This is an optimization exercise on Yosys and OpenROAD, whose aim is small area, a short achievable clock period and few clock cycles per item, not a production implementation. In this exercise RTL edits were held to simulation tests only and were not proved equivalent to the original.

run A:
==> flow/design.v (excerpt) <==
module neuron_top (
    input  logic         clk,
    input  logic         rst_n,
    input  logic [511:0] in_vec,
    input  logic [255:0] weights_vec,
    input  logic [31:0]  bias,
    output logic [31:0]  out,
    output logic         done
);
  fully_serial u_neuron (
      .clk        (clk),
      .rst_n      (rst_n),
      .in_vec     (in_vec),
      .weights_vec(weights_vec),
      .bias       (bias),
      .out        (out),
      .done       (done)
  );
endmodule
==> flow/config.mk <==
export PLATFORM = sky130hd
export DESIGN_NAME = neuron_top
export DESIGN_NICKNAME = neuron_top
export VERILOG_FILES = /design/flow/design.v
export SDC_FILE = /design/flow/constraint.sdc
export NUM_CORES = 4
export LEC_CHECK = 0
export CAP_MARGIN = 10
export CORE_MARGIN = 2
export CORE_UTILIZATION = 50
export SLEW_MARGIN = 10
export SYNTH_HIERARCHICAL = 1
==> flow/constraint.sdc <==
create_clock -name core_clock -period 12.0 [get_ports {clk}]
set_input_delay 2.4000 -clock core_clock [delete_from_list [all_inputs] [get_ports {clk}]]
set_output_delay 2.4000 -clock core_clock [all_outputs]
set_load 0.01 [all_outputs]
standard.sh (not shown) runs the stock make flow with config.mk's settings and CLKGATE_MAP_FILE= SYNTH_SCRIPT=/design/flow/synth_recipe.tcl, a recipe that flattens the netlist after the stock synthesis.
==> flow/flow/run.sh <==
#!/bin/bash
set -euo pipefail
export BUFFER_PORTS_ARGS="-buffer_cell sky130_fd_sc_hd__buf_1"
export SETUP_SLACK_MARGIN=5.3
bash standard.sh synth > flow_synth.log 2>&1
bash standard.sh finish > flow_finish.log 2>&1
Testbench counts of run A, summed over its fixed seeds: cycles 3,840, items 960.
## Diff of input files: run B against run A
-- flow/config.mk --
<<< run A, line 8
export CAP_MARGIN = 10
>>> run B, line 8
export CAP_MARGIN = 20
<<< run A, line 11
export SLEW_MARGIN = 10
>>> run B, line 11
export SLEW_MARGIN = 20
## What came out
- Run B did not stop at any stage, and its layout met the timing, DRC and antenna checks.
- Changes observed in run B relative to run A: final worst-path cycle share about even; shortest clock period the worst path allows after layout picked up an extra 0.0062 ns; number of fill cells in the layout roughly the same.
- NOTE non-clock buffer total of the final layout run A->run B decreased slightly
Changes in run C relative to run B:
==> flow/flow/run.sh <==
#!/bin/bash
# Own layout flow: the standard flow (standard.sh, unchanged synthesis and
# steps), except that the port buffers are plain buffers
# (sky130_fd_sc_hd__buf_2) rather than the delay buffers that buffer_ports
# picks by itself.  Each step's full output goes to a log file here.
set -euo pipefail
export BUFFER_PORTS_ARGS="-buffer_cell sky130_fd_sc_hd__buf_2"
bash standard.sh synth > flow_synth.log 2>&1
bash standard.sh finish > flow_finish.log 2>&1
-- flow/config.mk --
<<< run B, line 11
>>> run C, line 11
export SETUP_SLACK_MARGIN = 5
## What came out
Looking at launching element of the worst setup path, the u_neuron.a0_q[28] result is from run C; the u_neuron.a0_q[6] one comes from run B. Run C: slack of the worst reg-to-reg path higher than run B. Final RePlAce weighted congestion in run C is about 0.6% higher than in run B. Looking at number of cell instances on the worst register-to-register path, run C sits 1 lower than run B does.
The inputs of run D differ from those of run C as listed below.
==> flow/flow/run.sh <==
#!/bin/bash
set -euo pipefail
export BUFFER_PORTS_ARGS="-buffer_cell sky130_fd_sc_hd__buf_2"
export SETUP_SLACK_MARGIN=5.3
bash standard.sh synth > flow_synth.log 2>&1
bash standard.sh finish > flow_finish.log 2>&1
-- flow/config.mk --
<<< run C, line 11
export SETUP_SLACK_MARGIN = 5
>>> run D, line 11
Results
- Across run D and run C, the outcome is the same: a clean finish for every run.
- In terms of top achievable clock speed, run D and run C differ only marginally.
- Looking at worst path setup slack after routing across both flows, run D is the stronger of the two, with run C trailing.
- Run C and run D ended up with roughly the same hold slack.
- Sequential share of layout area across run D and run C: no real change.
- Run C and run D ended up with roughly the same via count of the first global-routing pass.
- Diff run C -> run D: utilization essentially unchanged, final design instance area without fill essentially unchanged.
- The global-route usage on run C is in line with that on run D.
- As far as area of the multi-input gates is concerned, run D and run C perform about the same.


neuron_top, a different RTL version from the one above (not shown whole).
Size in the first run: ~3,100 cells after synthesis, ~180 flip-flops, ~840 I/O pins, roughly 33,000 um^2 of cells after synthesis.
==> flow/design.v (excerpt) <==
module neuron_top (
    input  logic         clk,
    input  logic         rst_n,
    input  logic [511:0] in_vec,
    input  logic [255:0] weights_vec,
    input  logic [31:0]  bias,
    output logic [31:0]  out,
    output logic         done
);
==> flow/config.mk <==
export PLATFORM = sky130hd
export DESIGN_NAME = neuron_top
export DESIGN_NICKNAME = neuron_top
export VERILOG_FILES = /design/flow/design.v
export SDC_FILE = /design/flow/constraint.sdc
export NUM_CORES = 4
export LEC_CHECK = 0
export CAP_MARGIN = 20
export CORE_MARGIN = 2
export CORE_UTILIZATION = 50
export SLEW_MARGIN = 20
export SYNTH_HIERARCHICAL = 1
==> flow/constraint.sdc <==
create_clock -name core_clock -period 12.0 [get_ports {clk}]
set_input_delay 2.4000 -clock core_clock [delete_from_list [all_inputs] [get_ports {clk}]]
set_output_delay 2.4000 -clock core_clock [all_outputs]
set_load 0.01 [all_outputs]
==> flow/flow/run.sh <==
#!/bin/bash
set -euo pipefail
export BUFFER_PORTS_ARGS="-buffer_cell sky130_fd_sc_hd__buf_2"
export SETUP_SLACK_MARGIN=5.8
bash standard.sh synth > flow_synth.log 2>&1
bash standard.sh finish > flow_finish.log 2>&1
Testbench counts at the start, summed over its fixed seeds: cycles 7,680, items 960.
==> next run, changes <==
==> flow/flow/run.sh (replaced) <==
#!/bin/bash
set -euo pipefail
export BUFFER_PORTS_ARGS="-buffer_cell sky130_fd_sc_hd__buf_2"
export SETUP_SLACK_MARGIN=6.4
bash standard.sh synth > flow_synth.log 2>&1
bash standard.sh finish > flow_finish.log 2>&1
Effect: The new run produced a clean layout. Design area increases by 15%. Die area stays the same. Utilization increases by 8.8 points.
==> next run, changes <==
==> flow/flow/run.sh (replaced) <==
#!/bin/bash
# Own layout flow: the standard flow (standard.sh, unchanged synthesis and
# steps), except that the port buffers are plain buffers
# (sky130_fd_sc_hd__buf_2) rather than the delay buffers that buffer_ports
# picks by itself.  Each step's full output goes to a log file here.
set -euo pipefail
export BUFFER_PORTS_ARGS="-buffer_cell sky130_fd_sc_hd__buf_2"
bash standard.sh synth > flow_synth.log 2>&1
bash standard.sh finish > flow_finish.log 2>&1
--- a/flow/config.mk
+++ b/flow/config.mk
@@ -9,4 +9,5 @@
 export CORE_MARGIN = 2
 export CORE_UTILIZATION = 50
+export SETUP_SLACK_MARGIN = 5
 export SLEW_MARGIN = 20
 export SYNTH_HIERARCHICAL = 1
After rerunning: Core utilization drops by 9.9 points; via count goes down by a few percent; synthesized cell count is unchanged; final cell count is lower by a few percent; setup slack gets worse by 580 ps; fmax fell by a little under a tenth; design area fell by about a fifth; count of clock-buffer cells in the layout came out lower by 2.


Setup of JK:
neuron_top, a different RTL version from the one above (not shown whole).
Size in the first run: ~260 flip-flops, ~62000 um2 of cells after synthesis.
export LEC_CHECK = 0
export CAP_MARGIN = 20
export CORE_MARGIN = 2
export CORE_UTILIZATION = 50
export SLEW_MARGIN = 20
export SYNTH_HIERARCHICAL = 1
create_clock -name core_clock -period 12.0 [get_ports {clk}]
==> flow/flow/run.sh <==
#!/bin/bash
set -euo pipefail
export BUFFER_PORTS_ARGS="-buffer_cell sky130_fd_sc_hd__buf_2"
export SETUP_SLACK_MARGIN=5.3
bash standard.sh synth > flow_synth.log 2>&1
bash standard.sh finish > flow_finish.log 2>&1
Testbench counts of JK, summed over its fixed seeds: cycles 3,840, items 960.
## Diff of input files: PW against JK
- SETUP_SLACK_MARGIN now 5, previously not set
==> flow/flow/run.sh <==
#!/bin/bash
# Own layout flow: the standard flow (standard.sh, unchanged synthesis and
# steps), except that the port buffers are plain buffers
# (sky130_fd_sc_hd__buf_2) rather than the delay buffers that buffer_ports
# picks by itself.  Each step's full output goes to a log file here.
set -euo pipefail
export BUFFER_PORTS_ARGS="-buffer_cell sky130_fd_sc_hd__buf_2"
bash standard.sh synth > flow_synth.log 2>&1
bash standard.sh finish > flow_finish.log 2>&1
## What came out
- Status: register share of the cell area parity (PW, JK)
- On antenna diode count: PW sits below JK.
- There was hardly any difference in global routing usage summed across all routing layers between PW and JK.
- Of PW and JK, it is PW that has the lower DRC violation total after the first TritonRoute iteration.
- JK → PW: total routed wire length on the met1 layer increased by 1.6 mm relative to the old numbers, post-route core utilization decreased by 0.25 points relative to the old numbers.


purple:
neuron_top, a different RTL version from the one above (not shown whole).
Size in the first run: ~5800 cells after synthesis, about 260 flip-flops, ~840 I/O pins.
export LEC_CHECK = 0
export CAP_MARGIN = 20
export CORE_MARGIN = 2
export CORE_UTILIZATION = 60
export SLEW_MARGIN = 20
export SYNTH_HIERARCHICAL = 1
create_clock -name core_clock -period 12.0 [get_ports {clk}]
==> flow/flow/run.sh <==
#!/bin/bash
set -euo pipefail
export BUFFER_PORTS_ARGS="-buffer_cell sky130_fd_sc_hd__buf_1"
export SETUP_SLACK_MARGIN=5.0
bash standard.sh synth > flow_synth.log 2>&1
bash standard.sh finish > flow_finish.log 2>&1
The final layout from purple, which completed every stage, passed the timing, DRC and antenna checks at the end of the flow.
Testbench counts of purple, summed over its fixed seeds: cycles 3,840, items 960.
What orange does differently from purple at the input level:
- CORE_UTILIZATION now 50, was 60
## What came out
Between orange and purple, the non-clock buffer count does not differ in any meaningful way. Gate count of the mapped netlist: purple vs orange identical. Going from purple to orange, fmax grows by 2.7%.


Setup of the baseline:
Another version of the RTL of neuron_top (not shown whole).
Size: about 840 I/O pins, ~33000 sq um of cells after synthesis.
// neuron_top
module neuron_top (
    input  logic         clk,
    input  logic         rst_n,
    input  logic [511:0] in_vec,
    input  logic [255:0] weights_vec,
    input  logic [31:0]  bias,
    output logic [31:0]  out,
    output logic         done
);
  fully_serial u_neuron (
      .clk        (clk),
      .rst_n      (rst_n),
      .in_vec     (in_vec),
      .weights_vec(weights_vec),
      .bias       (bias),
      .out        (out),
      .done       (done)
  );
endmodule
export LEC_CHECK = 0
export CAP_MARGIN = 20
export CORE_MARGIN = 2
export CORE_UTILIZATION = 50
export SETUP_SLACK_MARGIN = 5
export SLEW_MARGIN = 20
export SYNTH_HIERARCHICAL = 1
create_clock -name core_clock -period 12.0 [get_ports {clk}]
==> flow/flow/run.sh <==
#!/bin/bash
# Own layout flow: the standard flow (standard.sh, unchanged synthesis and
# steps), except that the port buffers are plain buffers
# (sky130_fd_sc_hd__buf_2) rather than the delay buffers that buffer_ports
# picks by itself.  Each step's full output goes to a log file here.
set -euo pipefail
export BUFFER_PORTS_ARGS="-buffer_cell sky130_fd_sc_hd__buf_2"
bash standard.sh synth > flow_synth.log 2>&1
bash standard.sh finish > flow_finish.log 2>&1
Testbench counts of the baseline, summed over its fixed seeds: cycles 7,680, items 960.
The following lists how the candidate was set up differently from the baseline:
- SETUP_SLACK_MARGIN no longer set, was 5
==> comparison <==
- The candidate ended with every stage complete and zero timing, DRC or antenna violations.
- Minimum setup slack in the final design in the candidate is 110 ps lower than in the baseline
- Looking only at post-layout minimum cycle time, and setting everything else aside, the lower value of the candidate and the baseline goes to the baseline.
- The candidate against the baseline: final worst hold slack went down by 8.0 ps, fraction of area in non-clock buffers was more or less identical, count of routing violations after the opening detailed-route iteration went down by about 2.7%.
- The candidate against the baseline: wire length stayed essentially flat, final instance area stayed essentially flat, actual transition at the worst max-transition pin fell by 4.5 ps.

-- port drivers added, routing unchanged --
The flow's constraints put no driver on any port. The routed layouts listed below were extracted and timed again, unchanged, in two steps. Step 1 (the two cells are an assumption about what drives the block):
set clk [get_ports {clk}]
set_driving_cell -lib_cell sky130_fd_sc_hd__clkbuf_16 $clk
set_driving_cell -lib_cell sky130_fd_sc_hd__buf_2 [delete_from_list [all_inputs] $clk]
Step 2 times the ports against the registers' clock, not the clock port: input delays grow and output delays shrink by t, the midpoint of the rising clock arrivals with the driver on. Three values: ideal ports, drivers, drivers and shift; two values: the first two.
run	t, ns	setup WS [ns]	worst setup path after step 2	slew at the worst register clock pin (ns)	cell pins on the clock port's net
run A	0.700	4.855 / 4.769 / 4.600	input to register	0.07 / 0.07	1
run B	0.696	4.849 / 4.766 / 4.622	input to register	0.07 / 0.07	1
run C	0.689	4.907 / 4.824 / 4.384	input to register	0.08 / 0.08	1
run D	0.686	4.926 / 4.840 / 4.629	input to register	0.07 / 0.07	1
the first run of note 2	0.574	5.695 / 5.629 / 5.241	input to register	0.10 / 0.10	1
the second run of note 2	0.568	5.638 / 5.565 / 5.587	input to register	0.09 / 0.09	1
the third run of note 2	0.571	5.059 / 4.993 / 5.093	input to register	0.10 / 0.10	1
JK	0.700	5.046 / 4.958 / 4.554	input to register	0.08 / 0.08	1
PW	0.698	5.049 / 4.964 / 4.482	input to register	0.08 / 0.08	1
purple	0.740	4.763 / 4.678 / 4.375	input to register	0.07 / 0.07	1
orange	0.697	4.951 / 4.951 / 4.500	input to register	0.07 / 0.07	1
the baseline	0.529	5.081 / 5.040 / 4.511	input to register	0.08 / 0.08	1
the candidate	0.531	4.967 / 4.967 / 4.528	input to register	0.08 / 0.08	1
After both steps every run listed still meets setup and hold. For the baseline, which loses most, drivers alone change the setup slack by -0.041 ns; drivers and shift together by -0.570 ns.
